This is an optimization exercise on Yosys and OpenROAD, whose aim is a short achievable clock period and few clock cycles, not a production implementation. In this exercise RTL edits were held to simulation tests only and were not proved equivalent to the original. Power figures rest on the tool's default switching activity, not on a simulated workload.

### config.mk
export PLATFORM = sky130hd
export DESIGN_NAME = riscv_forwarding_pipeline
export DESIGN_NICKNAME = riscv_forwarding_pipeline
export VERILOG_FILES = /design/flow/design.v
export SDC_FILE = /design/flow/constraint.sdc
export NUM_CORES = 4
export LEC_CHECK = 0
export CAP_MARGIN = 20
export CORE_MARGIN = 2
export CORE_UTILIZATION = 40
export SETUP_SLACK_MARGIN = 4.4
export SLEW_MARGIN = 20
### design.v
localparam[3:0] ALUOP_AND = 4'b0000;
localparam[3:0] ALUOP_OR = 4'b0001;
localparam[3:0] ALUOP_ADD = 4'b0010;
localparam[3:0] ALUOP_SUB = 4'b0011;
localparam[3:0] ALUOP_LT = 4'b0111;
localparam[3:0] ALUOP_XOR = 4'b1101;
`timescale 1 ns / 1 ps
module ks_add #(parameter W = 32, parameter L = 5) (a, b, cin, s);   
    input  [W-1:0] a, b;
    input          cin;
    output [W-1:0] s;
    logic [W-1:0] g [0:L];
    logic [W-1:0] p [0:L];
    logic [W-1:0] x, c;
    always_comb begin
        g[0] = a & b;
        p[0] = a | b;
        g[0][0] = (a[0] & b[0]) | ((a[0] | b[0]) & cin);
        for (int l = 0; l < L; l++) begin
            for (int i = 0; i < W; i++) begin
                if (i >= (1 << l)) begin
                    g[l+1][i] = g[l][i] | (p[l][i] & g[l][i - (1 << l)]);
                    p[l+1][i] = p[l][i] & p[l][i - (1 << l)];
                end else begin
                    g[l+1][i] = g[l][i];
                    p[l+1][i] = p[l][i];
                end
            end
        end
    end
    assign x = a ^ b;
    assign c = {g[L][W-2:0], cin};
    assign s = x ^ c;
endmodule
module alu(op1, op2, lop1, lop2, op_add, op_sub, op_and, op_or, op_xor, op_slt, sum, result);
    input  [31:0] op1, op2;          
    input  [31:0] lop1, lop2;        
    input         op_add, op_sub, op_and, op_or, op_xor, op_slt;
    output [31:0] sum;
    output [31:0] result;
    logic [31:0] diff;
    logic        lt;
    ks_add #(32) add_u(.a(op1), .b(op2),  .cin(1'b0), .s(sum));
    ks_add #(32) sub_u(.a(op1), .b(~op2), .cin(1'b1), .s(diff));
    assign lt = (op1[31] ^ op2[31]) ? op1[31] : diff[31];
    assign result = ({32{op_add}} & sum)
                  | ({32{op_sub}} & diff)
                  | ({32{op_and}} & (lop1 & lop2))
                  | ({32{op_or}}  & (lop1 | lop2))
                  | ({32{op_xor}} & (lop1 ^ lop2))
                  | ({31'b0, op_slt & lt});
endmodule
`timescale 1 ns / 1 ps
module regfile(clk, regAddrA, regAddrB, regAddrWrite, regWriteData, regWrite, regReadDataA, regReadDataB);
    input clk, regWrite;
    input [4:0] regAddrA, regAddrB, regAddrWrite;
    input [31:0] regWriteData;
    output logic [31:0] regReadDataA, regReadDataB;
    logic [31:0] register[31:1];
    always_ff@(posedge clk) begin
        if (regWrite && regAddrWrite != 5'd0)
            register[regAddrWrite] <= regWriteData;
    end
    assign regReadDataA = (regAddrA == 5'd0) ? 32'h0 : register[regAddrA];
    assign regReadDataB = (regAddrB == 5'd0) ? 32'h0 : register[regAddrB];
endmodule
`timescale 1 ns / 1 ps
module riscv_forwarding_pipeline #(parameter INITIAL_PC = 32'h00400000)
(clk, rst, instruction, dReadData, PC, iMemRead, dAddress, dWriteData, MemRead, MemWrite);
    input wire logic clk, rst;
    input wire logic [31:0] instruction, dReadData;
    output logic iMemRead, MemRead, MemWrite;
    output logic [31:0] PC, dAddress, dWriteData;
    localparam [6:0] BRANCH_OPCODE = 7'b1100011;
    localparam [6:0] R_TYPE_OPCODE = 7'b0110011;
    localparam [6:0] LOAD_OPCODE   = 7'b0000011;
    localparam [6:0] IMM_OPCODE    = 7'b0010011;
    localparam [6:0] STORE_OPCODE  = 7'b0100011;
    localparam BTB_N    = 4;                  
    localparam TAG_HI   = 11;                 
    localparam TAG_LO   = 2;
    logic [31:0] pc_f;
    logic        stall, stall2;               
    logic [BTB_N-1:0] btb_v;
    logic [TAG_HI:TAG_LO] btb_tag [BTB_N];
    logic [31:0] btb_tgt  [BTB_N];
    logic [31:0] btb_word [BTB_N];
    logic [31:TAG_HI+1] btb_hi [BTB_N];      
    logic [1:0]  btb_ptr;                     
    logic        bw_en;
    logic [TAG_HI:TAG_LO] bw_tag;
    logic [31:0] bw_tgt, bw_word;
    logic [31:TAG_HI+1] bw_hi;
    logic [31:0] pc_d;
    logic [31:13] pc_d_hi_p1, pc_d_hi_m1;     
    logic        d_valid;
    logic        d_pred;                      
    logic [BTB_N-1:0] d_hitv;                 
    logic [31:0] d_pred_word;                 
    logic [31:TAG_HI+1] d_pred_hi;            
    logic [31:0] ex_a, ex_b, ex_sd;           
    logic [31:0] ex_tgt;                      
    logic [31:0] ex_pc;                       
    logic [BTB_N-1:0] ex_hitv;
    logic        ex_add, ex_sub, ex_and, ex_or, ex_xor, ex_slt;
    logic        ex_cbr, ex_fix, ex_ld, ex_st, ex_wr, ex_go;
    logic        ex_cbr_r, ex_fix_r, ex_ld_r, ex_st_r, ex_wr_r, ex_kill;
    logic [4:0]  ex_rd;
    logic        la0, la1, lb0, lb1, ls0, ls1;
    logic [31:0] mem_res, dq_addr, dq_wdata;
    logic        mem_ld, mem_st, mem_wr;
    logic [4:0]  mem_rd;
    logic [31:0] wb_res;
    logic        wb_ld, wb_wr;
    logic [4:0]  wb_rd;
    logic [31:0] wb_data;
    assign wb_data = wb_ld ? dReadData : wb_res;
    logic [31:0] opf_a, opf_b, opf_sd, ex_sum, ex_result;
    logic        ex_taken, ex_redirect;
    assign opf_a  = la0 ? dReadData : ex_a;
    assign opf_b  = lb0 ? dReadData : ex_b;
    assign opf_sd = ls0 ? dReadData : ex_sd;
    alu my_alu(.op1(ex_a), .op2(ex_b), .lop1(opf_a), .lop2(opf_b),
               .op_add(ex_add), .op_sub(ex_sub), .op_and(ex_and),
               .op_or(ex_or), .op_xor(ex_xor), .op_slt(ex_slt),
               .sum(ex_sum), .result(ex_result));
    assign ex_cbr = ex_cbr_r && !ex_kill;
    assign ex_fix = ex_fix_r && !ex_kill;
    assign ex_ld  = ex_ld_r  && !ex_kill;
    assign ex_st  = ex_st_r  && !ex_kill;
    assign ex_wr  = ex_wr_r  && !ex_kill;
    assign ex_taken    = ex_cbr && (ex_a == ex_b);
    assign ex_redirect = ex_go && (ex_taken || ex_fix);
    logic [6:0]  d_op;
    logic [2:0]  d_f3;
    logic [4:0]  d_rs1, d_rs2, d_rd;
    logic        d_is_r, d_is_i, d_is_ld, d_is_st, d_is_br, d_dk, d_logic;
    logic        d_use1, d_use2, d_wr, d_alusrc, d_slow1, d_slow2;
    logic [31:0] d_iimm, d_simm, d_imm, d_tgt;
    logic [12:0] d_boff;
    logic [13:0] d_tgt_lo;
    logic [31:0] rf_a, rf_b;
    logic        d_add, d_sub, d_and, d_or, d_xor, d_slt;
    assign d_op  = instruction[6:0];
    assign d_f3  = instruction[14:12];
    assign d_rd  = instruction[11:7];
    assign d_rs1 = instruction[19:15];
    assign d_rs2 = instruction[24:20];
    assign d_is_r  = (d_op == R_TYPE_OPCODE);
    assign d_is_i  = (d_op == IMM_OPCODE);
    assign d_is_ld = (d_op == LOAD_OPCODE);
    assign d_is_st = (d_op == STORE_OPCODE);
    assign d_is_br = (d_op == BRANCH_OPCODE);
    assign d_dk    = d_is_br && (d_rs1 == d_rs2);        
    assign d_logic = (d_is_r || d_is_i) && (d_f3 == 3'b100 || d_f3 == 3'b110 || d_f3 == 3'b111);
    assign d_use1   = d_is_r || d_is_i || d_is_ld || d_is_st || (d_is_br && !d_dk);
    assign d_use2   = d_is_r || d_is_st || (d_is_br && !d_dk);
    assign d_wr     = (d_is_r || d_is_i || d_is_ld) && (d_rd != 5'd0);
    assign d_alusrc = d_is_i || d_is_ld || d_is_st;
    assign d_slow1  = d_use1 && !d_logic;
    assign d_slow2  = (d_is_r && !d_logic) || (d_is_br && !d_dk);
    assign d_iimm = {{20{instruction[31]}}, instruction[31:20]};
    assign d_simm = {{20{instruction[31]}}, instruction[31:25], instruction[11:7]};
    assign d_imm  = d_is_st ? d_simm : d_iimm;
    assign d_boff = {instruction[31], instruction[7], instruction[30:25], instruction[11:8], 1'b0};
    ks_add #(14, 4) tgt_add(.a({1'b0, pc_d[12:0]}), .b({1'b0, d_boff}), .cin(1'b0), .s(d_tgt_lo));
    always_comb begin
        d_tgt[12:0] = d_tgt_lo[12:0];
        case ({instruction[31], d_tgt_lo[13]})
            2'b01:   d_tgt[31:13] = pc_d_hi_p1;
            2'b10:   d_tgt[31:13] = pc_d_hi_m1;
            default: d_tgt[31:13] = pc_d[31:13];
        endcase
    end
    always_comb begin
        d_add = 1'b0; d_sub = 1'b0; d_and = 1'b0; d_or = 1'b0; d_xor = 1'b0; d_slt = 1'b0;
        if (d_is_r || d_is_i) begin
            case (d_f3)
                3'b111: d_and = 1'b1;
                3'b110: d_or  = 1'b1;
                3'b100: d_xor = 1'b1;
                3'b010: d_slt = 1'b1;
                3'b000: if (d_is_r && instruction[31:25] == 7'b0100000) d_sub = 1'b1; else d_add = 1'b1;
                default: d_add = 1'b1;
            endcase
        end else
            d_add = 1'b1;
    end
    regfile my_regfile(.clk(clk), .regAddrA(d_rs1), .regAddrB(d_rs2), .regAddrWrite(wb_rd),
                       .regWriteData(wb_data), .regWrite(wb_wr), .regReadDataA(rf_a), .regReadDataB(rf_b));
    logic e1a, e1b, m2a, m2b, sh_m, sh_w;
    assign e1a = ex_wr && (ex_rd == d_rs1);
    assign e1b = ex_wr && (ex_rd == d_rs2);
    assign m2a = mem_wr && !sh_m && (mem_rd == d_rs1);
    assign m2b = mem_wr && !sh_m && (mem_rd == d_rs2);
    logic        w3a, w3b, rfa, rfb;
    assign w3a = wb_wr && !sh_w && (wb_rd == d_rs1);
    assign w3b = wb_wr && !sh_w && (wb_rd == d_rs2);
    assign rfa = !(e1a || m2a || w3a);
    assign rfb = !(e1b || m2b || w3b);
    logic mem_zero, wb_zero, d_zt;
    assign mem_zero = (mem_res == 32'h0);
    assign d_zt = d_is_br && (d_rs2 == 5'd0) &&
                  ((m2a && !mem_ld && mem_zero) || (w3a && !wb_ld && wb_zero));
    logic d_adv, d_redirect, d_mismatch;
    assign d_adv      = d_valid && !stall;
    assign d_redirect = d_adv && !d_pred && (d_dk || d_zt);
    assign d_mismatch = d_pred && (instruction != d_pred_word || pc_d[31:TAG_HI+1] != d_pred_hi);
    logic haz_one, haz_two;
    assign haz_two = ex_ld && ((e1a && d_slow1) || (e1b && d_slow2));
    assign haz_one = ex_ld && ((e1a && d_use1) || (e1b && d_use2)) ||
                     mem_ld && ((m2a && d_slow1) || (m2b && d_slow2));
    logic [BTB_N-1:0] f_hitv;
    logic             btb_hit, d_redir_raw;
    logic [31:0]      btb_t, btb_w, pc_seq;
    logic [31:TAG_HI+1] btb_h;
    always_comb begin
        btb_t = 32'h0;
        btb_w = 32'h0;
        btb_h = '0;
        for (int i = 0; i < BTB_N; i++) begin
            f_hitv[i] = btb_v[i] && (btb_tag[i] == pc_f[TAG_HI:TAG_LO]);
            btb_t = btb_t | ({32{f_hitv[i]}} & btb_tgt[i]);
            btb_w = btb_w | ({32{f_hitv[i]}} & btb_word[i]);
            btb_h = btb_h | ({(31-TAG_HI){f_hitv[i]}} & btb_hi[i]);
        end
    end
    assign btb_hit = |f_hitv;
    assign d_redir_raw = d_valid && !d_pred && (d_dk || d_zt);
    logic        exr, dr;
    logic [31:0] ex_target, pc_hold_f, pc_hold_o;
    assign exr       = ex_redirect && !rst;
    assign dr        = d_redir_raw && !stall && !rst;
    assign ex_target = ex_fix ? ex_pc : ex_tgt;
    assign pc_seq    = btb_hit ? btb_t : pc_f + 32'd4;
    assign pc_hold_f = rst ? INITIAL_PC : stall ? pc_f : pc_seq;
    always_ff @(posedge clk)
        pc_f <= exr ? ex_target : dr ? d_tgt : pc_hold_f;
    logic [31:0] pc_out;
    assign pc_hold_o = rst ? INITIAL_PC : (stall && !stall2) ? pc_f : pc_seq;
    always_ff @(posedge clk)
        pc_out <= exr ? ex_target : dr ? d_tgt : pc_hold_o;
    always_ff @(posedge clk) begin
        if (rst)
            bw_en <= 1'b0;
        else
            bw_en <= d_redirect && d_dk;
        bw_tag  <= pc_d[TAG_HI:TAG_LO];
        bw_tgt  <= d_tgt;
        bw_word <= instruction;
        bw_hi   <= pc_d[31:TAG_HI+1];
    end
    always_ff @(posedge clk) begin
        if (rst) begin
            btb_v   <= '0;
            btb_ptr <= 2'd0;
        end else if (ex_redirect && ex_fix) begin
            btb_v   <= btb_v & ~ex_hitv;
        end else if (bw_en) begin
            btb_v[btb_ptr]    <= 1'b1;
            btb_tag[btb_ptr]  <= bw_tag;
            btb_tgt[btb_ptr]  <= bw_tgt;
            btb_word[btb_ptr] <= bw_word;
            btb_hi[btb_ptr]   <= bw_hi;
            btb_ptr           <= btb_ptr + 2'd1;
        end
    end
    always_ff @(posedge clk) begin
        if (rst) begin
            d_valid <= 1'b0;
            d_pred  <= 1'b0;
        end else if (!stall) begin
            d_valid <= !(ex_redirect || d_redirect);
            d_pred  <= btb_hit && !(ex_redirect || d_redirect);
            d_hitv  <= f_hitv;
        end
        if (!stall) begin
            pc_d        <= pc_f;
            pc_d_hi_p1  <= pc_f[31:13] + 19'd1;
            pc_d_hi_m1  <= pc_f[31:13] - 19'd1;
            d_pred_word <= btb_w;
            d_pred_hi   <= btb_h;
        end
    end
    always_ff @(posedge clk) begin
        if (stall) begin
            sh_m <= 1'b0;
            sh_w <= ex_wr && (ex_rd == mem_rd);
        end else begin
            sh_m <= d_adv && d_wr && ex_wr_r && (d_rd == ex_rd);
            sh_w <= (d_adv && d_wr && (d_rd == mem_rd)) || (ex_wr && (ex_rd == mem_rd));
        end
    end
    logic fetch_en;                           
    always_ff @(posedge clk) begin
        if (rst) begin
            stall    <= 1'b0;
            stall2   <= 1'b0;
            fetch_en <= 1'b1;
        end else begin
            stall    <= stall2 || (d_adv && (haz_one || haz_two));
            stall2   <= d_adv && haz_two;
            fetch_en <= !(stall2 || (d_adv && (haz_one || haz_two)));
        end
    end
    assign iMemRead = fetch_en;
    logic [31:0] hold_a, hold_b, hold_sd;         
    logic [31:0] oth_a, oth_b, oth_sd, oth_ha, oth_hb, oth_hs;
    logic        tk_a, tk_b, tk_sd;                   
    assign tk_a  = !stall && e1a;
    assign tk_b  = !stall && e1b && !d_alusrc;
    assign tk_sd = !stall && e1b;
    logic        ns, nsb;
    assign ns  = !stall;
    assign nsb = !stall && !d_alusrc;
    assign oth_a  = ({32{ns && m2a}} & mem_res) | ({32{ns && w3a}} & wb_data) | ({32{ns && rfa}} & rf_a) |
                    ({32{stall && la0}} & dReadData) | ({32{stall && !la0}} & hold_a);
    assign oth_ha = ({32{ns && m2a}} & mem_res) | ({32{ns && w3a}} & wb_data) | ({32{ns && rfa}} & rf_a) |
                    ({32{stall && la0}} & dReadData) | ({32{stall && !la0}} & ex_a);
    assign oth_b  = ({32{nsb && m2b}} & mem_res) | ({32{nsb && w3b}} & wb_data) | ({32{nsb && rfb}} & rf_b) |
                    ({32{ns && d_alusrc}} & d_imm) |
                    ({32{stall && lb0}} & dReadData) | ({32{stall && !lb0}} & hold_b);
    assign oth_hb = ({32{nsb && m2b}} & mem_res) | ({32{nsb && w3b}} & wb_data) | ({32{nsb && rfb}} & rf_b) |
                    ({32{ns && d_alusrc}} & d_imm) |
                    ({32{stall && lb0}} & dReadData) | ({32{stall && !lb0}} & ex_b);
    assign oth_sd = ({32{ns && m2b}} & mem_res) | ({32{ns && w3b}} & wb_data) | ({32{ns && rfb}} & rf_b) |
                    ({32{stall && ls0}} & dReadData) | ({32{stall && !ls0}} & hold_sd);
    assign oth_hs = ({32{ns && m2b}} & mem_res) | ({32{ns && w3b}} & wb_data) | ({32{ns && rfb}} & rf_b) |
                    ({32{stall && ls0}} & dReadData) | ({32{stall && !ls0}} & ex_sd);
    always_ff @(posedge clk) begin
        ex_a    <= tk_a  ? ex_result : oth_a;
        ex_b    <= tk_b  ? ex_result : oth_b;
        ex_sd   <= tk_sd ? ex_result : oth_sd;
        hold_a  <= tk_a  ? ex_result : oth_ha;
        hold_b  <= tk_b  ? ex_result : oth_hb;
        hold_sd <= tk_sd ? ex_result : oth_hs;
    end
    always_ff @(posedge clk) begin
        if (rst) begin
            ex_cbr_r <= 1'b0; ex_fix_r <= 1'b0; ex_ld_r <= 1'b0; ex_st_r <= 1'b0; ex_wr_r <= 1'b0;
            ex_kill <= 1'b0;
            ex_go <= 1'b1;
            la0 <= 1'b0; la1 <= 1'b0; lb0 <= 1'b0; lb1 <= 1'b0; ls0 <= 1'b0; ls1 <= 1'b0;
        end else if (stall) begin
            la0 <= la1; la1 <= 1'b0;
            lb0 <= lb1; lb1 <= 1'b0;
            ls0 <= ls1; ls1 <= 1'b0;
            ex_go <= !stall2;
        end else begin
            la1 <= e1a && ex_ld;
            la0 <= m2a && mem_ld;
            lb1 <= !d_alusrc && e1b && ex_ld;
            lb0 <= !d_alusrc && m2b && mem_ld;
            ls1 <= e1b && ex_ld;
            ls0 <= m2b && mem_ld;
            ex_tgt     <= d_tgt;
            ex_pc      <= pc_d;
            ex_hitv    <= d_hitv;
            ex_rd      <= d_rd;
            ex_add <= d_add; ex_sub <= d_sub; ex_and <= d_and;
            ex_or  <= d_or;  ex_xor <= d_xor; ex_slt <= d_slt;
            ex_cbr_r <= d_adv && d_is_br && !d_dk && !d_zt;
            ex_fix_r <= d_adv && d_mismatch;
            ex_ld_r  <= d_adv && d_is_ld;
            ex_st_r  <= d_adv && d_is_st;
            ex_wr_r  <= d_adv && d_wr;
            ex_kill  <= ex_redirect;
            ex_go  <= !(d_adv && (haz_one || haz_two));
        end
    end
    always_ff @(posedge clk) begin
        if (rst || stall || ex_fix) begin
            mem_ld <= 1'b0; mem_st <= 1'b0; mem_wr <= 1'b0;
        end else begin
            mem_ld <= ex_ld;
            mem_st <= ex_st;
            mem_wr <= ex_wr;
        end
        mem_res <= ex_result;
        mem_rd  <= ex_rd;
        dq_addr  <= ex_sum;
        dq_wdata <= opf_sd;
    end
    assign MemRead    = mem_ld;
    assign MemWrite   = mem_st;
    assign dAddress   = dq_addr;
    assign dWriteData = dq_wdata;
    assign PC         = pc_out;
    always_ff @(posedge clk) begin
        if (rst) begin
            wb_ld <= 1'b0; wb_wr <= 1'b0;
        end else begin
            wb_ld <= mem_ld;
            wb_wr <= mem_wr;
        end
        wb_res <= mem_res;
        wb_zero <= mem_zero;
        wb_rd  <= mem_rd;
    end
endmodule
### constraint.sdc
create_clock -name core_clock -period 7.0 [get_ports {clk}]
set_input_delay 1.4000 -clock core_clock [delete_from_list [all_inputs] [get_ports {clk}]]
set_output_delay 1.4000 -clock core_clock [all_outputs]
set_load 0.01 [all_outputs]
### flow/run.sh
#!/bin/bash
# Layout flow: the standard ORFS flow (standard.sh) with two changes:
#  - synthesis without ADDER_MAP_FILE, so Yosys does not extract full/half
#    adder cells and ABC maps the adders like the rest of the logic
#    (registers, their names and cell types are those of the standard
#    synthesis);
#  - the buffers that global placement puts on every input and output port
#    are buf_4 cells instead of the flow's default choice.
set -euo pipefail
bash standard.sh ADDER_MAP_FILE= "BUFFER_PORTS_ARGS=-buffer_cell sky130_fd_sc_hd__buf_4" finish > flow_make.log 2>&1
### standard.sh
#!/bin/bash
# synth_recipe.tcl (not shown) runs the flow's synth.tcl, then flattens the netlist and writes it again
# the make line also repeats each setting of config.mk as NAME=value (left out here)
make -C /OpenROAD-flow-scripts/flow DESIGN_CONFIG=/design/flow/config.mk WORK_HOME=/design/flow/orfs CLKGATE_MAP_FILE= SYNTH_SCRIPT=/design/flow/synth_recipe.tcl "${@:-finish}"
==> impl_metrics.json, run 1 <==
{
  "die_area_mm2": 0.238,
  "cpMostUsedCell": "maj3_2",
  "rrSetupSlack_ns": 3.82,
  "worst-path-max-fanout": 7,
  "grt-ovfl-total": 0,
  "clock_latency_ns": 0.87,
  "slew_viol_final": 0,
  "rsz0062_at_grt": "yes",
  "highest_layer": "met5",
  "vias": 65843,
  "synth_common_cells": "1603 x edfxtp_1, 576 x mux4_2, 489 x dfxtp_1",
  "area_growth_pct": 28.9,
  "die_w_um": 488,
  "numPortBuffers": 164,
  "avgSynthCellArea_um2": 14.6,
  "drtIter0Drc": 8483,
  "met3_wirelength_mm": 36.3,
  "die_h_um": 488,
  "fp-row-count": 177,
  "synthCells": 6433,
  "slowest_delay_ns": 0.39,
  "finalSetupViolations": 0,
  "yosysMostFrequentCell": "edfxtp_1",
  "fin_cells": 10436,
  "viasPerCell": 6.31,
  "critPathLaunchType": "register",
  "max-cap-violations": 0,
  "start_util_pct": 40.2,
  "power_density_mw_per_mm2": 259,
  "criticalPathCategory": "register to register",
  "wl_met1_mm": 129,
  "io_pins": 165,
  "routedWlPerCell_um": 32.2,
  "n_fill_cell": 18510,
  "clkSinkCount": 2092,
  "antenna_found_initial": 18,
  "post-place-cells": 9385,
  "multiInputGateArea_mm2": 0.0388,
  "tns_ns": 0,
  "clock_path_buffers": 3,
  "root_buffer": "clkbuf_16",
  "layout-drive-gt1-share_pct": 39.3,
  "slew_headroom_pct": 23.6,
  "drc": 0,
  "core_mm2": 0.233,
  "place_congestion": 0.914,
  "grt_pass1_vias": 63090,
  "post-route-util_pct": 51.9,
  "synth_flop_cell": "edfxtp_1",
  "cts_tree": "yes",
  "fin_skew_ns": 0.0297,
  "synth_area_leaders": "edfxtp_1 51%, mux4_2 14%, dfxtp_1 10%, a21oi_1 2.6%, mux2i_1 2.6%",
  "syn-cell-area_mm2": 0.0937,
  "synth_edf_count": 1603,
  "outcome": "no timing/DRC/antenna violations",
  "grt_max_degree": 81,
  "yosysTopAreaCell": "edfxtp_1",
  "crit_chain": "nor2b_4, maj3_2, maj3_2, maj3_2, a21o_1, o311a_4, a2111oi_4, nor4_4, a31oi_4, buf_12, a22oi_2",
  "wl_met2_mm": 155,
  "yosysSeqAreaShare_pct": 61.8,
  "critPathCaptureType": "register",
  "worst_slew_pin_slew_ns": 1.15,
  "drtPass1Iterations": 6,
  "ff_latch_area_mm2": 0.0583,
  "numCtsBuffers": 205,
  "critPathArrivalTime_ns": 3.91,
  "ys_ff_latch": 2092,
  "path_clk_slew_ns": 0.07,
  "cts_hold_buf": 0,
  "post-dp-hpwl_mm": 171,
  "min_period_ns": 3.18,
  "nets": 7182,
  "async_flop_share_pct": 0,
  "syn-num-nets": 6499,
  "cpMaxStageDelayCell": "o311a_4",
  "grt_pass1_wl_mm": 469,
  "post-route-period-util_pct": 45.4,
  "ir_drop_uv": 221,
  "grt_use_total_pct": 27.4,
  "cts_max_level": 4,
  "hold_path_class": "register to register",
  "antenna_left": 0,
  "hold_violations": 0,
  "worstPathRequired_ns": 7.72,
  "fmax_mhz": 314,
  "routed_wirelength_mm": 336,
  "yosysUniqueCellTypes": 94,
  "synth_top_area_share_pct": 51.4,
  "p_leak_uw": 0.0409,
  "ys_warn_count": 8
}
registers in the layout (all words and copies together) (netlist names), 40 cells and up:
register             cells
btb_word               128
btb_tag                 40
my_regfile.register    992
btb_hi                  80
btb_tgt                128
placed cells by master (no fill, tap or decap), drive strengths merged, types with 17 or more instances in the layout:
master,synthesis,final
a31oi,27,27
edfxtp,1603,1603
nand2b,38,38
a211oi,22,22
a22oi,211,211
nor4,39,39
nand4,42,42
mux2,68,68
xnor2,179,179
buf,152,907
maj3,44,44
and2,39,41
nand3,67,68
inv,79,88
bufbuf,0,22
and3,16,18
o31ai,20,20
or3,41,41
a221oi,39,39
nand2,391,391
o211ai,17,17
o21ai,195,196
xor2,105,105
clkinvlp,0,18
clkbuf,326,283
mux4,576,576
o31a,20,20
mux2i,241,241
nor3b,24,24
clkinv,1,74
dfxtp,489,489
a221o,70,70
a21oi,485,485
bufinv,0,19
o22ai,22,22
nor2,423,426
nor2b,58,58
a32oi,25,25
nor3,68,68
critical path: cells and delay by family, from the launching register on:
family | cells | cell delay (ns)
adder cells (fa/ha/maj) | 3 | 0.98
AND/OR/NAND/NOR | 2 | 0.24
flip-flops | 1 | 0.37
AO/OA/AOI/OAI | 5 | 1.29
buffers and inverters | 1 | 0.15
area by class of cell:
cell class	count	area share [%]
Sequential cell	2092	48.3
Clock buffer	267	4.61
Timing Repair Buffer	945	10.5
Clock inverter	119	0.997
Inverter	80	0.270
Multi-Input combinational cell	3792	32.1
Tap cell	3132	3.25
Antenna cell	9	0.0187
through the flow:
step / instance area [µm²] / hold slack (ns) / total power [µW] / worst slack (ns)
2_1_floorplan: 94500 / 0.364 / 17100 / 1.78
3_5_place_dp: 98600 / 0.379 / 18500 / 1.88
5_1_grt: 121000 / 0.384 / 32100 / 3.79
6_report: 121000 / 0.394 / 31300 / 3.82
3_3_place_gp: 98600 / 0.380 / 18400 / 1.92
4_1_cts: 118000 / 0.369 / 30800 / 3.83
final timing paths:
path                                     startpoint                  to  cells past startpoint
worst max-delay path                ex_a[8]$_DFF_P_    ex_b[28]$_DFF_P_                     11
worst min-delay path            mem_res[10]$_DFF_P_  wb_res[10]$_DFF_P_                      0
worst max register to register      ex_a[8]$_DFF_P_    ex_b[28]$_DFF_P_                     11
worst min register to register  mem_res[10]$_DFF_P_  wb_res[10]$_DFF_P_                      0
where the power goes:
group          switching (µW)  internal [µW]
clock                    4930           6330
combinational            3010           2220
sequential                463          14300
per-layer routing:
| metal | track usage [%] | vias up |
|---|---|---|
| met5 | 0 | - |
| met4 | 10.7 | 6 |
| met3 | 5.90 | 826 |
| met2 | 43.1 | 4147 |
| met1 | 37.3 | 34031 |
| li1 | - | 26833 |
timing repair:
action,4_1_cts,5_1_grt
resized for setup,1354,419
endpoints found under the setup margin,1332,673
setup buffers,400,121
pin swaps,237,220
gates cloned,120,15
kinds of logic after synthesis:
kind of cell	Yosys count	synth area share, %
adder cells (fa/ha/maj)	44	0.475
flip-flops	2092	61.8
AO/OA/AOI/OAI	1277	8.99
XOR/XNOR	284	2.66
buffers and inverters	558	2.35
AND/OR/NAND/NOR	1293	6.45
multiplexers	885	17.2
Testbench counts, summed over its fixed seeds: cycles 220,848.
==> run 2: changes to the inputs <==
--- a/design.v
+++ b/design.v
@@ -41,6 +41,6 @@
     logic [31:0] diff;
     logic        lt;
-    ks_add #(32) add_u(.a(op1), .b(op2),  .cin(1'b0), .s(sum));
-    ks_add #(32) sub_u(.a(op1), .b(~op2), .cin(1'b1), .s(diff));
+    assign sum  = op1 + op2;
+    assign diff = op1 - op2;
     assign lt = (op1[31] ^ op2[31]) ? op1[31] : diff[31];
     assign result = ({32{op_add}} & sum)
@@ -51,4 +51,27 @@
                   | ({31'b0, op_slt & lt});
 endmodule
+module inc_dec #(parameter W = 30, parameter L = 5) (x, inc, dec);
+    input  [W-1:0] x;
+    output [W-1:0] inc, dec;
+    logic [W-1:0] one [0:L];         
+    logic [W-1:0] zer [0:L];         
+    always_comb begin
+        one[0] = {x[W-2:0], 1'b1};
+        zer[0] = {~x[W-2:0], 1'b1};
+        for (int l = 0; l < L; l++) begin
+            for (int i = 0; i < W; i++) begin
+                if (i >= (1 << l)) begin
+                    one[l+1][i] = one[l][i] & one[l][i - (1 << l)];
+                    zer[l+1][i] = zer[l][i] & zer[l][i - (1 << l)];
+                end else begin
+                    one[l+1][i] = one[l][i];
+                    zer[l+1][i] = zer[l][i];
+                end
+            end
+        end
+    end
+    assign inc = x ^ one[L];
+    assign dec = x ^ zer[L];
+endmodule
 `timescale 1 ns / 1 ps
 module regfile(clk, regAddrA, regAddrB, regAddrWrite, regWriteData, regWrite, regReadDataA, regReadDataB);
@@ -233,5 +256,7 @@
     assign dr        = d_redir_raw && !stall && !rst;
     assign ex_target = ex_fix ? ex_pc : ex_tgt;
-    assign pc_seq    = btb_hit ? btb_t : pc_f + 32'd4;
+    logic [31:2] pc_f_inc;
+    inc_dec #(30, 5) pc_inc(.x(pc_f[31:2]), .inc(pc_f_inc), .dec());
+    assign pc_seq    = btb_hit ? btb_t : {pc_f_inc, pc_f[1:0]};
     assign pc_hold_f = rst ? INITIAL_PC : stall ? pc_f : pc_seq;
     always_ff @(posedge clk)
@@ -266,4 +291,6 @@
         end
     end
+    logic [31:13] pc_hi_inc, pc_hi_dec;
+    inc_dec #(19, 5) pc_hi_id(.x(pc_f[31:13]), .inc(pc_hi_inc), .dec(pc_hi_dec));
     always_ff @(posedge clk) begin
         if (rst) begin
@@ -277,6 +304,6 @@
         if (!stall) begin
             pc_d        <= pc_f;
-            pc_d_hi_p1  <= pc_f[31:13] + 19'd1;
-            pc_d_hi_m1  <= pc_f[31:13] - 19'd1;
+            pc_d_hi_p1  <= pc_hi_inc;
+            pc_d_hi_m1  <= pc_hi_dec;
             d_pred_word <= btb_w;
             d_pred_hi   <= btb_h;
==> run 2 against run 1 <==
Compared with the run above: cell area grew 1.1%; sequential power is essentially flat; via count grew 1.5%; worst hold slack gained 0.0028 ns; critical endpoint is now pc_f[20]$_DFFE_PP_; synthesized area grew 0.54%; largest power group unchanged.
==> impl_metrics.json, run 2 <==
{
  "outcome": "no timing/DRC/antenna violations",
  "ir_drop_uv": 194,
  "post-place-ws_ns": 1.83,
  "cts_max_level": 4,
  "antenna_found_initial": 16,
  "hold_path_class": "register to register",
  "yosysTopAreaCell": "edfxtp_1",
  "max-cap-violations": 0,
  "highest_layer": "met5",
  "tns_ns": 0,
  "grt-ovfl-total": 0,
  "fmax_mhz": 303,
  "die_h_um": 489,
  "crit_start": "instruction[9]",
  "regMostFlops": "my_regfile.register",
  "cts_tree": "yes",
  "grt_use_total_pct": 27.1,
  "slew_viol_final": 0,
  "worstPathRequired_ns": 7.62,
  "post-dp-hpwl_mm": 182,
  "hp-start": "mem_res[0]$_DFF_P_",
  "post-route-period-util_pct": 47.2,
  "reg.largest.list": "my_regfile.register x992, btb_tgt x128, btb_word x128",
  "p_leak_uw": 0.0415,
  "path_clk_slew_ns": 0.06,
  "core_mm2": 0.235,
  "synth_common_cells": "1603 x edfxtp_1, 576 x mux4_2, 489 x dfxtp_1",
  "place_congestion": 0.902,
  "ys_ff_latch": 2092,
  "yosysMostFrequentCell": "edfxtp_1",
  "stdcell_area_mm2": 0.122,
  "drtPass1Iterations": 6,
  "worst_slew_pin_slew_ns": 1.13,
  "vias": 66843,
  "die_area_mm2": 0.239,
  "die_w_um": 489,
  "synthCells": 6501,
  "drc": 0,
  "wl_met1_mm": 128,
  "root_buffer": "clkbuf_16",
  "ys_warn_count": 11,
  "wl_met2_mm": 156,
  "area_growth_pct": 29.6,
  "rrSetupSlack_ns": 3.83,
  "hold_violations": 0,
  "async_flop_share_pct": 0,
  "start_util_pct": 40.1,
  "grt_max_degree": 95,
  "routed_wirelength_mm": 336,
  "dpl-instance-area_mm2": 0.0992,
  "critPathCaptureType": "register",
  "power_density_mw_per_mm2": 261,
  "io_pins": 165,
  "antenna_left": 0,
  "rsz0062_at_grt": "yes",
  "fin_skew_ns": 0.0481,
  "grt_pass1_wl_mm": 467,
  "fp-row-count": 178,
  "worst-path-max-fanout": 8,
  "slew_headroom_pct": 24.6,
  "layout_common_cells": "1603 x edfxtp_1, 576 x mux4_2, 491 x buf_4",
  "numPortBuffers": 164,
  "clock_latency_ns": 0.88,
  "setup_slack_ns": 3.70,
  "clock_path_buffers": 3,
  "layout-drive-gt1-share_pct": 39.3,
  "met3_wirelength_mm": 35.6,
  "synth_area_leaders": "edfxtp_1 51%, mux4_2 14%, dfxtp_1 10%, mux2i_1 2.5%, a21oi_1 2.4%",
  "largest_register_ffs": 992,
  "routedWlPerCell_um": 31.8,
  "r2r-start": "ex_b[0]$_DFF_P_",
  "min_period_ns": 3.30,
  "yosysUniqueCellTypes": 90,
  "clkSinkCount": 2092,
  "nets": 7309,
  "synth_flop_cell": "edfxtp_1",
  "viasPerCell": 6.32,
  "critPathArrivalTime_ns": 3.93,
  "drtIter0Drc": 9631,
  "final_common_cell": "edfxtp_1",
  "finalSetupViolations": 0,
  "yosysSeqAreaShare_pct": 61.5,
  "critPathLaunchType": "input port",
  "numCtsBuffers": 207,
  "synth_top_area_share_pct": 51.1,
  "criticalPathCategory": "input port to register",
  "syn-num-nets": 6567,
  "holdWs_ns": 0.396,
  "grt_pass1_vias": 63572,
  "avgSynthCellArea_um2": 14.5,
  "synth_edf_count": 1603,
  "syn-cell-area_mm2": 0.0942
}
## run 2: cell count changes after synthesis, moves of 25 or more
cell / previous run / this run
nor2_1: 422 / 366
inv_1: 79 / 118
o221ai_1: 5 / 38
o21ai_0: 188 / 158
a31oi_1: 26 / 55
clkbuf_1: 326 / 353
o211ai_1: 17 / 43
nor2b_1: 58 / 33
## run 2: worst paths after layout
path	to	cells past startpoint
max	pc_f[20]$_DFFE_PP_	12
min	wb_res[0]$_DFF_P_	0
max reg2reg	ex_b[29]$_DFF_P_	12
min reg2reg	wb_res[0]$_DFF_P_	0
## run 2: cell type report
cell class,instances,area [µm²]
fillers,18764,113000
flip-flops and latches,2092,58300
multi-input cells,3805,39700
repair buffers,1016,12700
clock buffers,277,5790
well taps,3150,3940
clock inverters,110,1220
inverters,118,478
repair inverters,3,20.0
diodes,6,15.0
## run 2: critical path, stage by stage
cell	delay [ns]
buf_16	0.13
a31oi_4	0.21
o31ai_4	0.08
maj3_2	0.38
o31ai_4	0.24
buf_6	0.17
o31ai_4	0.07
buf_6	0.14
mux2i_4	0.21
buf_6	0.21
a221o_1	0.37
a211o_1	0.29
## run 2: metal layers
layer  track usage, %  vias to the layer above
li1                 -                    27305
met1             36.4                    34385
met2             42.7                     4315
met3             5.64                      832
met4             11.6                        6
met5                0                        -
## run 2: repair_timing
item | 4_1_cts | 5_1_grt
pin swaps | 301 | 233
cloned | 99 | 12
resized for setup | 1374 | 451
buffers inserted | 419 | 176
hold buffers | 0 | 0
endpoints found under the setup margin | 1629 | 880
## run 2: cells by family after synthesis
group | synth area share [%]
adder cells (fa/ha/maj) | 0.395
flip-flops | 61.5
multiplexers | 16.9
AO/OA/AOI/OAI | 9.65
buffers and inverters | 2.55
XOR/XNOR | 2.88
AND/OR/NAND/NOR | 6.15
## run 2: report_power, final
part           internal (µW)  switching (µW)  leakage (µW)
combinational           2380            3240        0.0192
clock                   6590            4900       0.00343
sequential             14300             482        0.0189
## run 2: per-stage QoR
step / utilization, % / std cells / total power (µW)
final: 52.0 / 10577 / 31900
after global routing: 52.0 / 10574 / 32800
after CTS: 50.3 / 10379 / 31400
after detailed placement: 42.2 / 9474 / 18700
after global placement: 42.2 / 9474 / 18600
after floorplan: - / 6501 / 17100
Testbench counts of run 2, summed over its fixed seeds: cycles 220,848.
==> run 3: changes to the inputs <==
--- a/design.v
+++ b/design.v
@@ -116,5 +116,4 @@
     logic [31:TAG_HI+1] bw_hi;
     logic [31:0] pc_d;
-    logic [31:13] pc_d_hi_p1, pc_d_hi_m1;     
     logic        d_valid;
     logic        d_pred;                      
@@ -123,5 +122,6 @@
     logic [31:TAG_HI+1] d_pred_hi;            
     logic [31:0] ex_a, ex_b, ex_sd;           
-    logic [31:0] ex_tgt;                      
+    logic [12:0] ex_tgt_lo;                   
+    logic        ex_tgt_up, ex_tgt_dn;        
     logic [31:0] ex_pc;                       
     logic [BTB_N-1:0] ex_hitv;
@@ -186,14 +186,9 @@
     assign d_simm = {{20{instruction[31]}}, instruction[31:25], instruction[11:7]};
     assign d_imm  = d_is_st ? d_simm : d_iimm;
+    logic d_hi_same;
     assign d_boff = {instruction[31], instruction[7], instruction[30:25], instruction[11:8], 1'b0};
     ks_add #(14, 4) tgt_add(.a({1'b0, pc_d[12:0]}), .b({1'b0, d_boff}), .cin(1'b0), .s(d_tgt_lo));
-    always_comb begin
-        d_tgt[12:0] = d_tgt_lo[12:0];
-        case ({instruction[31], d_tgt_lo[13]})
-            2'b01:   d_tgt[31:13] = pc_d_hi_p1;
-            2'b10:   d_tgt[31:13] = pc_d_hi_m1;
-            default: d_tgt[31:13] = pc_d[31:13];
-        endcase
-    end
+    assign d_hi_same = (d_tgt_lo[13] == instruction[31]);
+    assign d_tgt     = {pc_d[31:13], d_tgt_lo[12:0]};
     always_comb begin
         d_add = 1'b0; d_sub = 1'b0; d_and = 1'b0; d_or = 1'b0; d_xor = 1'b0; d_slt = 1'b0;
@@ -228,5 +223,5 @@
     logic d_adv, d_redirect, d_mismatch;
     assign d_adv      = d_valid && !stall;
-    assign d_redirect = d_adv && !d_pred && (d_dk || d_zt);
+    assign d_redirect = d_adv && !d_pred && (d_dk || d_zt) && d_hi_same;
     assign d_mismatch = d_pred && (instruction != d_pred_word || pc_d[31:TAG_HI+1] != d_pred_hi);
     logic haz_one, haz_two;
@@ -250,10 +245,14 @@
     end
     assign btb_hit = |f_hitv;
-    assign d_redir_raw = d_valid && !d_pred && (d_dk || d_zt);
+    assign d_redir_raw = d_valid && !d_pred && (d_dk || d_zt) && d_hi_same;
     logic        exr, dr;
     logic [31:0] ex_target, pc_hold_f, pc_hold_o;
     assign exr       = ex_redirect && !rst;
     assign dr        = d_redir_raw && !stall && !rst;
-    assign ex_target = ex_fix ? ex_pc : ex_tgt;
+    logic [31:13] ex_hi_inc, ex_hi_dec;
+    inc_dec #(19, 5) ex_hi_id(.x(ex_pc[31:13]), .inc(ex_hi_inc), .dec(ex_hi_dec));
+    assign ex_target = ex_fix    ? ex_pc :
+                       ex_tgt_up ? {ex_hi_inc, ex_tgt_lo} :
+                       ex_tgt_dn ? {ex_hi_dec, ex_tgt_lo} : {ex_pc[31:13], ex_tgt_lo};
     logic [31:2] pc_f_inc;
     inc_dec #(30, 5) pc_inc(.x(pc_f[31:2]), .inc(pc_f_inc), .dec());
@@ -291,6 +290,4 @@
         end
     end
-    logic [31:13] pc_hi_inc, pc_hi_dec;
-    inc_dec #(19, 5) pc_hi_id(.x(pc_f[31:13]), .inc(pc_hi_inc), .dec(pc_hi_dec));
     always_ff @(posedge clk) begin
         if (rst) begin
@@ -304,6 +301,4 @@
         if (!stall) begin
             pc_d        <= pc_f;
-            pc_d_hi_p1  <= pc_hi_inc;
-            pc_d_hi_m1  <= pc_hi_dec;
             d_pred_word <= btb_w;
             d_pred_hi   <= btb_h;
@@ -381,5 +376,7 @@
             ls1 <= e1b && ex_ld;
             ls0 <= m2b && mem_ld;
-            ex_tgt     <= d_tgt;
+            ex_tgt_lo  <= d_tgt_lo[12:0];
+            ex_tgt_up  <= d_tgt_lo[13] && !instruction[31];
+            ex_tgt_dn  <= !d_tgt_lo[13] && instruction[31];
             ex_pc      <= pc_d;
             ex_hitv    <= d_hitv;
@@ -387,5 +384,5 @@
             ex_add <= d_add; ex_sub <= d_sub; ex_and <= d_and;
             ex_or  <= d_or;  ex_xor <= d_xor; ex_slt <= d_slt;
-            ex_cbr_r <= d_adv && d_is_br && !d_dk && !d_zt;
+            ex_cbr_r <= d_adv && d_is_br && !d_pred && !((d_dk || d_zt) && d_hi_same);
             ex_fix_r <= d_adv && d_mismatch;
             ex_ld_r  <= d_adv && d_is_ld;
==> run 3 against run 2 <==
Compared with the run above: via count is 1.1% lower; still clean on timing, DRC and antenna; worst hold slack better by 0.0049 ns; sequential share of layout area is 1.1 points lower; utilization is 0.20 points higher; cell count is 3.1% lower; sequential power is 7% lower; largest power group unchanged; critical path type unchanged; non-clock buffer count is 85 lower; maximum frequency is 3.8% higher; register-to-register slack hardly changed; die area is 5.4% lower; clock power is 3% lower.
==> impl_metrics.json, run 3 <==
{
  "post-place-cells": 9244,
  "antenna_found_initial": 17,
  "antenna_left": 0,
  "synthCells": 6413,
  "numPortBuffers": 164,
  "ir_drop_uv": 271,
  "synth_flop_cell": "edfxtp_1",
  "criticalPathCategory": "input port to register",
  "fp-row-count": 173,
  "async_flop_share_pct": 0,
  "tns_ns": 0,
  "post-place-ws_ns": 1.51,
  "clkSinkCount": 1943,
  "grt_max_degree": 63,
  "yosysMostFrequentCell": "edfxtp_1",
  "regMostFlops": "my_regfile.register",
  "vias": 66090,
  "critPathCaptureType": "register",
  "drtIter0Drc": 8972,
  "cts_hold_buf": 0,
  "rsz0062_at_grt": "yes",
  "numCtsBuffers": 195,
  "grt_use_total_pct": 29.1,
  "die_w_um": 476,
  "drtPass1Iterations": 6,
  "viasPerCell": 6.45,
  "synth-compound-area-share_pct": 11.2,
  "yosysUniqueCellTypes": 105,
  "fin_cells": 10249,
  "synth_top_family_by_area": "multiplexers",
  "grt_pass1_wl_mm": 470,
  "root_buffer": "clkbuf_16",
  "post-route-util_pct": 52.2,
  "outcome": "no timing/DRC/antenna violations",
  "drc": 0,
  "nets": 7168,
  "largest_register_ffs": 992,
  "n_fill_cell": 17773,
  "io_pins": 165,
  "start_util_pct": 40.2,
  "post-route-period-util_pct": 45.5,
  "stdcell_area_mm2": 0.116,
  "area_growth_pct": 30.0,
  "p_leak_uw": 0.0395,
  "cpMostUsedCell": "buf_6",
  "cts_max_level": 4,
  "post-dp-hpwl_mm": 179,
  "ys_warn_count": 11,
  "slew_headroom_pct": 29.1,
  "slew_viol_final": 0,
  "worst_slew_pin_slew_ns": 1.06,
  "reg.largest.list": "my_regfile.register x992, btb_word x128, btb_hi x76",
  "cpMaxStageDelayCell": "a2111oi_4",
  "slowest_delay_ns": 0.33,
  "ys_ff_latch": 1943,
  "cts_tree": "yes",
  "grt_pass1_vias": 63266,
  "dpl-instance-area_mm2": 0.0939,
  "setup_slack_ns": 3.82,
  "clock_latency_ns": 0.87,
  "yosysSeqAreaShare_pct": 60.2,
  "power_density_mw_per_mm2": 262,
  "critPathLaunchType": "input port",
  "fmax_mhz": 314,
  "worstPathRequired_ns": 7.60,
  "syn-cell-area_mm2": 0.0891,
  "yosysTopAreaCell": "edfxtp_1",
  "synth_xor_area_share_pct": 3.01,
  "layout_common_cells": "1473 x edfxtp_1, 460 x mux4_2, 454 x buf_4",
  "synth_edf_count": 1473,
  "grt-ovfl-total": 0,
  "routedWlPerCell_um": 33.2,
  "syn-num-nets": 6479,
  "core_mm2": 0.222,
  "worst-path-max-fanout": 5,
  "fin_skew_ns": 0.0334,
  "hold_path_class": "register to register",
  "finalSetupViolations": 0,
  "synth-simple-area-share_pct": 6.13,
  "hold_violations": 0,
  "final_common_cell": "edfxtp_1",
  "synth_mux_area_share_pct": 16.4,
  "die_h_um": 476,
  "clock_path_buffers": 3,
  "synth_area_leaders": "edfxtp_1 50%, mux4_2 12%, dfxtp_1 11%, mux2i_1 3.3%, a21oi_1 3.0%",
  "synth_common_cells": "1473 x edfxtp_1, 527 x a21oi_1, 470 x dfxtp_1",
  "avgSynthCellArea_um2": 13.9,
  "critPathArrivalTime_ns": 3.79,
  "layout-drive-gt1-share_pct": 38.2,
  "synthAdderAreaFrac_pct": 0.413,
  "max-cap-violations": 0,
  "min_period_ns": 3.18,
  "path_clk_slew_ns": 0.06,
  "die_area_mm2": 0.227,
  "synth_top_area_share_pct": 49.6,
  "place_congestion": 0.920,
  "routed_wirelength_mm": 340,
  "crit_chain": "buf_16, a21oi_4, o31ai_4, o21ai_2, a2111oi_4, buf_4, mux2i_4, buf_6, buf_6, buf_6, and3_4, o211ai_1, o211a_1"
}
[run 3: changes by cell type in the layout (fill, tap and decap cells not counted), sizes merged, moves of 66 or more]
cell and delta:
edfxtp -130, mux2 +66, buf -87, mux4 -116, a21oi +67, o21ai +86
[run 3: timing repair]
item                       4_1_cts  5_1_grt
setup endpoints to repair     1487      775
pin swaps                      305      237
cloned                         114       13
setup buffers                  368      139
gates resized for setup       1390      420
[run 3: final timing paths]
check | from | endpoint | slack, ns | cells after the start
setup / recovery | instruction[8] | pc_f[16]$_DFFE_PP_ | 3.82 | 13
hold / removal | mem_res[14]$_DFF_P_ | wb_res[14]$_DFF_P_ | 0.40 | 0
setup reg to reg | ex_b[11]$_DFF_P_ | ex_sd[21]$_DFF_P_ | 3.83 | 10
hold reg to reg | mem_res[14]$_DFF_P_ | wb_res[14]$_DFF_P_ | 0.40 | 0
[run 3: layout make-up]
class	instances	area (µm²)	share of cell area (%)
Timing Repair Buffer	931	12100	10.4
Clock inverter	108	1360	1.17
Inverter	110	472	0.407
Tap cell	2975	3720	3.21
Sequential cell	1943	54000	46.6
Multi-Input combinational cell	3913	38800	33.5
Antenna cell	5	12.5	0.0108
Timing Repair inverter	8	57.6	0.0497
Clock buffer	256	5350	4.62
[run 3: stage by stage]
step | hold slack [ns] | power (µW)
final | 0.401 | 30400
after detailed placement | 0.384 | 17600
after floorplan | 0.361 | 16100
after CTS | 0.399 | 29800
after global routing | 0.415 | 31200
after global placement | 0.378 | 17600
[run 3: worst max-delay path, delay by kind of cell]
family	cells	cell delay [ns]
AOI/OAI and AO/OA	6	1.10
muxes	1	0.28
buffers and inverters	5	0.67
and+or+nand+nor	1	0.30
[run 3: cell families after synthesis]
family          Yosys count
flops                  1943
compound gates         1527
simple gates           1157
mux                     868
buf+inv                 577
xor+xnor                305
fa+ha+maj                36
[run 3: routing by layer]
layer / vias to the layer above / share of wire (%) / GRT usage [%]
met1: 33701 / 36 / 37.7
met4: 6 / 6.0 / 14.4
li1: 26807 / - / -
met3: 1050 / 12 / 6.65
met2: 4526 / 46 / 46.1
met5: - / 0.013 / 0
[run 3: power by group]
| part | internal [µW] | total, µW | leakage, µW | switching, µW |
|---|---|---|---|---|
| registers | 13300 | 13800 | 0.0175 | 470 |
| clock network | 6430 | 11100 | 0.00327 | 4640 |
| logic | 2300 | 5550 | 0.0187 | 3250 |
| total | 22000 | 30400 | 0.0395 | 8360 |
Testbench counts of run 3, summed over its fixed seeds: cycles 220,848.
==> run 4: changes to the inputs <==
--- a/design.v
+++ b/design.v
@@ -129,4 +129,5 @@
     logic        ex_cbr, ex_fix, ex_ld, ex_st, ex_wr, ex_go;
     logic        ex_cbr_r, ex_fix_r, ex_ld_r, ex_st_r, ex_wr_r, ex_kill;
+    logic        ex_hifix_r, ex_hifix;        
     logic [4:0]  ex_rd;
     logic        la0, la1, lb0, lb1, ls0, ls1;
@@ -150,9 +151,10 @@
     assign ex_cbr = ex_cbr_r && !ex_kill;
     assign ex_fix = ex_fix_r && !ex_kill;
+    assign ex_hifix = ex_hifix_r && !ex_kill;
     assign ex_ld  = ex_ld_r  && !ex_kill;
     assign ex_st  = ex_st_r  && !ex_kill;
     assign ex_wr  = ex_wr_r  && !ex_kill;
     assign ex_taken    = ex_cbr && (ex_a == ex_b);
-    assign ex_redirect = ex_go && (ex_taken || ex_fix);
+    assign ex_redirect = ex_go && (ex_taken || ex_fix || ex_hifix);
     logic [6:0]  d_op;
     logic [2:0]  d_f3;
@@ -223,5 +225,5 @@
     logic d_adv, d_redirect, d_mismatch;
     assign d_adv      = d_valid && !stall;
-    assign d_redirect = d_adv && !d_pred && (d_dk || d_zt) && d_hi_same;
+    assign d_redirect = d_adv && !d_pred && (d_dk || d_zt);
     assign d_mismatch = d_pred && (instruction != d_pred_word || pc_d[31:TAG_HI+1] != d_pred_hi);
     logic haz_one, haz_two;
@@ -245,5 +247,5 @@
     end
     assign btb_hit = |f_hitv;
-    assign d_redir_raw = d_valid && !d_pred && (d_dk || d_zt) && d_hi_same;
+    assign d_redir_raw = d_valid && !d_pred && (d_dk || d_zt);
     logic        exr, dr;
     logic [31:0] ex_target, pc_hold_f, pc_hold_o;
@@ -269,5 +271,5 @@
             bw_en <= 1'b0;
         else
-            bw_en <= d_redirect && d_dk;
+            bw_en <= d_redirect && d_dk && d_hi_same;
         bw_tag  <= pc_d[TAG_HI:TAG_LO];
         bw_tgt  <= d_tgt;
@@ -360,5 +362,5 @@
     always_ff @(posedge clk) begin
         if (rst) begin
-            ex_cbr_r <= 1'b0; ex_fix_r <= 1'b0; ex_ld_r <= 1'b0; ex_st_r <= 1'b0; ex_wr_r <= 1'b0;
+            ex_cbr_r <= 1'b0; ex_fix_r <= 1'b0; ex_hifix_r <= 1'b0; ex_ld_r <= 1'b0; ex_st_r <= 1'b0; ex_wr_r <= 1'b0;
             ex_kill <= 1'b0;
             ex_go <= 1'b1;
@@ -384,5 +386,6 @@
             ex_add <= d_add; ex_sub <= d_sub; ex_and <= d_and;
             ex_or  <= d_or;  ex_xor <= d_xor; ex_slt <= d_slt;
-            ex_cbr_r <= d_adv && d_is_br && !d_pred && !((d_dk || d_zt) && d_hi_same);
+            ex_cbr_r <= d_adv && d_is_br && !d_pred && !(d_dk || d_zt);
+            ex_hifix_r <= d_redirect && !d_hi_same;
             ex_fix_r <= d_adv && d_mismatch;
             ex_ld_r  <= d_adv && d_is_ld;
==> run 4 against run 3 <==
Compared with the run above: global-route usage fell by 1.4 points; routed wire length fell by 5.8%; critical path type unchanged; clock power decreased by 5%; sequential share of layout area up 0.28 points; largest cell class unchanged; synthesized cell count fell by 4.0%; utilization is 0.20 points higher.
==> impl_metrics.json, run 4 <==
{
  "die_area_mm2": 0.225,
  "outcome": "no timing/DRC/antenna violations",
  "syn-cell-area_mm2": 0.0885,
  "synthCells": 6159,
  "max-cap-violations": 0,
  "path_clk_slew_ns": 0.07,
  "n_fill_cell": 17400,
  "post-place-cells": 8975,
  "fin_skew_ns": 0.0653,
  "final_common_cell": "edfxtp_1",
  "start_util_pct": 40.3,
  "synth_top_family_by_area": "multiplexers",
  "slew_viol_final": 0,
  "routedWlPerCell_um": 32.0,
  "cts_tree": "yes",
  "worst-path-max-fanout": 5,
  "layout-drive-gt1-share_pct": 40.4,
  "criticalPathCategory": "input port to register",
  "reg.largest.list": "my_regfile.register x992, btb_word x128, btb_hi x76",
  "regMostFlops": "my_regfile.register",
  "finalSetupViolations": 0,
  "synth_common_cells": "1473 x edfxtp_1, 500 x mux4_2, 495 x a21oi_1",
  "yosysSeqAreaShare_pct": 60.7,
  "clock_latency_ns": 0.87,
  "crit_start": "instruction[20]",
  "yosysMostFrequentCell": "edfxtp_1",
  "ir_drop_uv": 203,
  "drtIter0Drc": 8785,
  "crit_end": "ex_sd[29]$_DFF_P_",
  "die_w_um": 474,
  "area_growth_pct": 30.2,
  "tns_ns": 0,
  "hold_path_class": "register to register",
  "post-route-util_pct": 52.4,
  "critPathCaptureType": "register",
  "critPathArrivalTime_ns": 4.04,
  "viasPerCell": 6.38,
  "routed_wirelength_mm": 320,
  "layout_common_cells": "1473 x edfxtp_1, 500 x mux4_2, 463 x buf_4",
  "grt_max_degree": 65,
  "cts_max_level": 4,
  "vias": 63753,
  "post-dp-hpwl_mm": 174,
  "die_h_um": 474,
  "worstPathRequired_ns": 7.76,
  "largest_register_ffs": 992,
  "synth_area_leaders": "edfxtp_1 50%, mux4_2 13%, dfxtp_1 11%, a21oi_1 2.8%, mux2i_1 2.6%",
  "fmax_mhz": 304,
  "worst_slew_pin_slew_ns": 0.991,
  "multiInputGateArea_mm2": 0.0386,
  "grt-ovfl-total": 0,
  "clkSinkCount": 1944,
  "cpMostUsedCell": "buf_16",
  "power_density_mw_per_mm2": 257,
  "fin_cells": 10000,
  "synth-simple-area-share_pct": 6.00,
  "drc": 0,
  "fp-row-count": 172,
  "grt_use_total_pct": 27.7,
  "drtPass1Iterations": 9,
  "slowest_delay_ns": 0.53,
  "ff2ff_path_depth": 12,
  "grt_pass1_vias": 61216,
  "root_buffer": "clkbuf_16",
  "yosysUniqueCellTypes": 103,
  "min_period_ns": 3.29,
  "rsz0062_at_grt": "yes",
  "wl_met2_mm": 148,
  "p_leak_uw": 0.0391,
  "synth_mux_area_share_pct": 16.9,
  "synth-compound-area-share_pct": 10.3,
  "slew_headroom_pct": 33.9,
  "hold_violations": 0,
  "ff_latch_area_mm2": 0.0540,
  "reg2reg_to": "pc_f[4]$_DFFE_PP_",
  "antenna_found_initial": 8,
  "highest_layer": "met4",
  "synth_edf_count": 1473,
  "post-route-period-util_pct": 47.0,
  "async_flop_share_pct": 0,
  "clock_path_buffers": 3,
  "r2r-start": "ex_b[5]$_DFF_P_",
  "antenna_left": 0,
  "synthAdderAreaFrac_pct": 0.536,
  "io_pins": 165,
  "numPortBuffers": 164,
  "ys_warn_count": 11,
  "place_congestion": 0.899,
  "met3_wirelength_mm": 35.1,
  "synth_top_area_share_pct": 50.0,
  "nets": 6945,
  "synth_xor_area_share_pct": 3.16,
  "cpMaxStageDelayCell": "mux4_2",
  "wl_met1_mm": 122,
  "syn-num-nets": 6225,
  "yosysTopAreaCell": "edfxtp_1",
  "crit_chain": "buf_16, buf_16, buf_6, buf_12, buf_16, mux4_2, mux4_2, o21ai_2, a31oi_4, a221o_1, a21oi_1, nor2_1",
  "core_mm2": 0.220,
  "cts_hold_buf": 0,
  "rrSetupSlack_ns": 3.89,
  "avgSynthCellArea_um2": 14.4,
  "numCtsBuffers": 193,
  "synth_flop_cell": "edfxtp_1",
  "grt_pass1_wl_mm": 450,
  "critPathLaunchType": "input port",
  "ys_ff_latch": 1944
}
[run 4: changes by cell type in the layout (fill, tap and decap cells not counted), moves of 22 or more]
cell / delta
o22ai_1: -22
nand2_1: -36
inv_1: -26
o21ai_0: -53
a21oi_2: +24
mux4_2: +40
a21oi_1: -59
mux2i_1: -56
o21ai_1: -30
[run 4: cells by family (layout without fill, tap and decap cells)]
| logic type | Yosys count | after routing |
|---|---|---|
| buffers and inverters | 534 | 1400 |
| other | 0 | 4 |
| AND/OR/NAND/NOR | 1115 | 1125 |
| flip-flops | 1944 | 1944 |
| XOR/XNOR | 308 | 308 |
| adder cells (fa/ha/maj) | 47 | 47 |
| AO/OA/AOI/OAI | 1359 | 1362 |
| multiplexers | 852 | 852 |
[run 4: worst max-delay path, delay by kind of cell]
kind	cells	cell delay, ns
AND/OR/NAND/NOR	1	0.05
multiplexers	2	1.02
AO/OA/AOI/OAI	4	0.88
buffers and inverters	5	0.61
[run 4: power breakdown]
| group | internal (µW) | total [µW] | switching, µW |
|---|---|---|---|
| clock network | 5950 | 10600 | 4670 |
| registers | 13300 | 13800 | 479 |
| logic | 2240 | 5200 | 2960 |
[run 4: repair_timing]
action	CTS	global route
endpoints found under the setup margin	915	944
pin swaps	310	266
setup buffers	439	131
gates cloned	84	12
resized for setup	1387	380
[run 4: cell type report]
type / count / share of cell area (%)
inverter: 85 / 0.313
timing repair inverter: 3 / 0.0206
multi-input combinational: 3694 / 33.5
clock buffer: 249 / 4.59
clock inverter: 105 / 0.978
timing repair buffer: 958 / 10.5
tap: 2958 / 3.21
sequential: 1944 / 46.9
antenna: 4 / 0.00869
[run 4: worst min-delay path by stage]
| stage | slack (ns) | end | cells past startpoint | startpoint |
|---|---|---|---|---|
| global route | 0.42 | wb_res[6]$_DFF_P_ | 0 | mem_res[6]$_DFF_P_ |
| floorplan | 0.36 | wb_res[7]$_DFF_P_ | 0 | mem_res[7]$_DFF_P_ |
| finish | 0.38 | wb_res[6]$_DFF_P_ | 0 | mem_res[6]$_DFF_P_ |
| CTS | 0.39 | wb_res[6]$_DFF_P_ | 0 | mem_res[6]$_DFF_P_ |
| detailed placement | 0.39 | wb_res[6]$_DFF_P_ | 0 | mem_res[6]$_DFF_P_ |
| global placement | 0.40 | wb_res[6]$_DFF_P_ | 0 | mem_res[6]$_DFF_P_ |
[run 4: per-layer routing]
| layer | GRT usage (%) | vias to the layer above |
|---|---|---|
| met5 | 0 | - |
| met4 | 10.5 | 0 |
| met3 | 5.56 | 836 |
| met2 | 44.1 | 4204 |
| met1 | 37.3 | 32764 |
| li1 | - | 25949 |
[run 4: stage by stage]
| step | hold WS (ns) | cell area [µm²] | power, µW | setup WS, ns |
|---|---|---|---|---|
| 6_report | 0.382 | 115000 | 29600 | 3.71 |
| 5_1_grt | 0.418 | 115000 | 30400 | 3.72 |
| 4_1_cts | 0.388 | 112000 | 29200 | 3.86 |
| 3_5_place_dp | 0.389 | 93300 | 17400 | 1.60 |
| 3_3_place_gp | 0.395 | 93300 | 17400 | 1.05 |
| 2_1_floorplan | 0.364 | 88900 | 16000 | 3.23 |
Testbench counts of run 4, summed over its fixed seeds: cycles 220,848.

-- what the ideal ports hide --
The results above use ideal ports. As a check the final layouts listed here were re-extracted and re-timed, cells and wires unchanged. Step 1 (the two cells are an assumption about what drives the block):
set clk [get_ports {clk}]
set_driving_cell -lib_cell sky130_fd_sc_hd__clkbuf_16 $clk
set_driving_cell -lib_cell sky130_fd_sc_hd__buf_2 [delete_from_list [all_inputs] $clk]
Step 2, shift: input delay + t, output delay - t, t = (earliest + latest rising clock arrival at the registers) / 2. This alone moves slack from input paths to output paths. Three values: ideal ports, drivers, drivers and shift; two values: the first two.
run	shift t [ns]	slack for setup (ns)	hold slack, ns	worst register clock-pin slew, ns
run 1	0.948	3.820 / 3.396 / 2.448	0.394 / 0.394 / 0.394	0.07 / 0.07
run 2	0.964	3.698 / 3.312 / 2.349	0.396 / 0.396 / 0.396	0.07 / 0.07
run 3	0.940	3.818 / 3.474 / 2.535	0.401 / 0.401 / 0.401	0.07 / 0.07
run 4	0.929	3.713 / 3.364 / 2.434	0.382 / 0.382 / 0.382	0.07 / 0.07
After both steps every run listed still meets setup and hold. The setup slack of run 1, which loses most, moves by -0.424 ns with the drivers and by -1.372 ns with both steps.
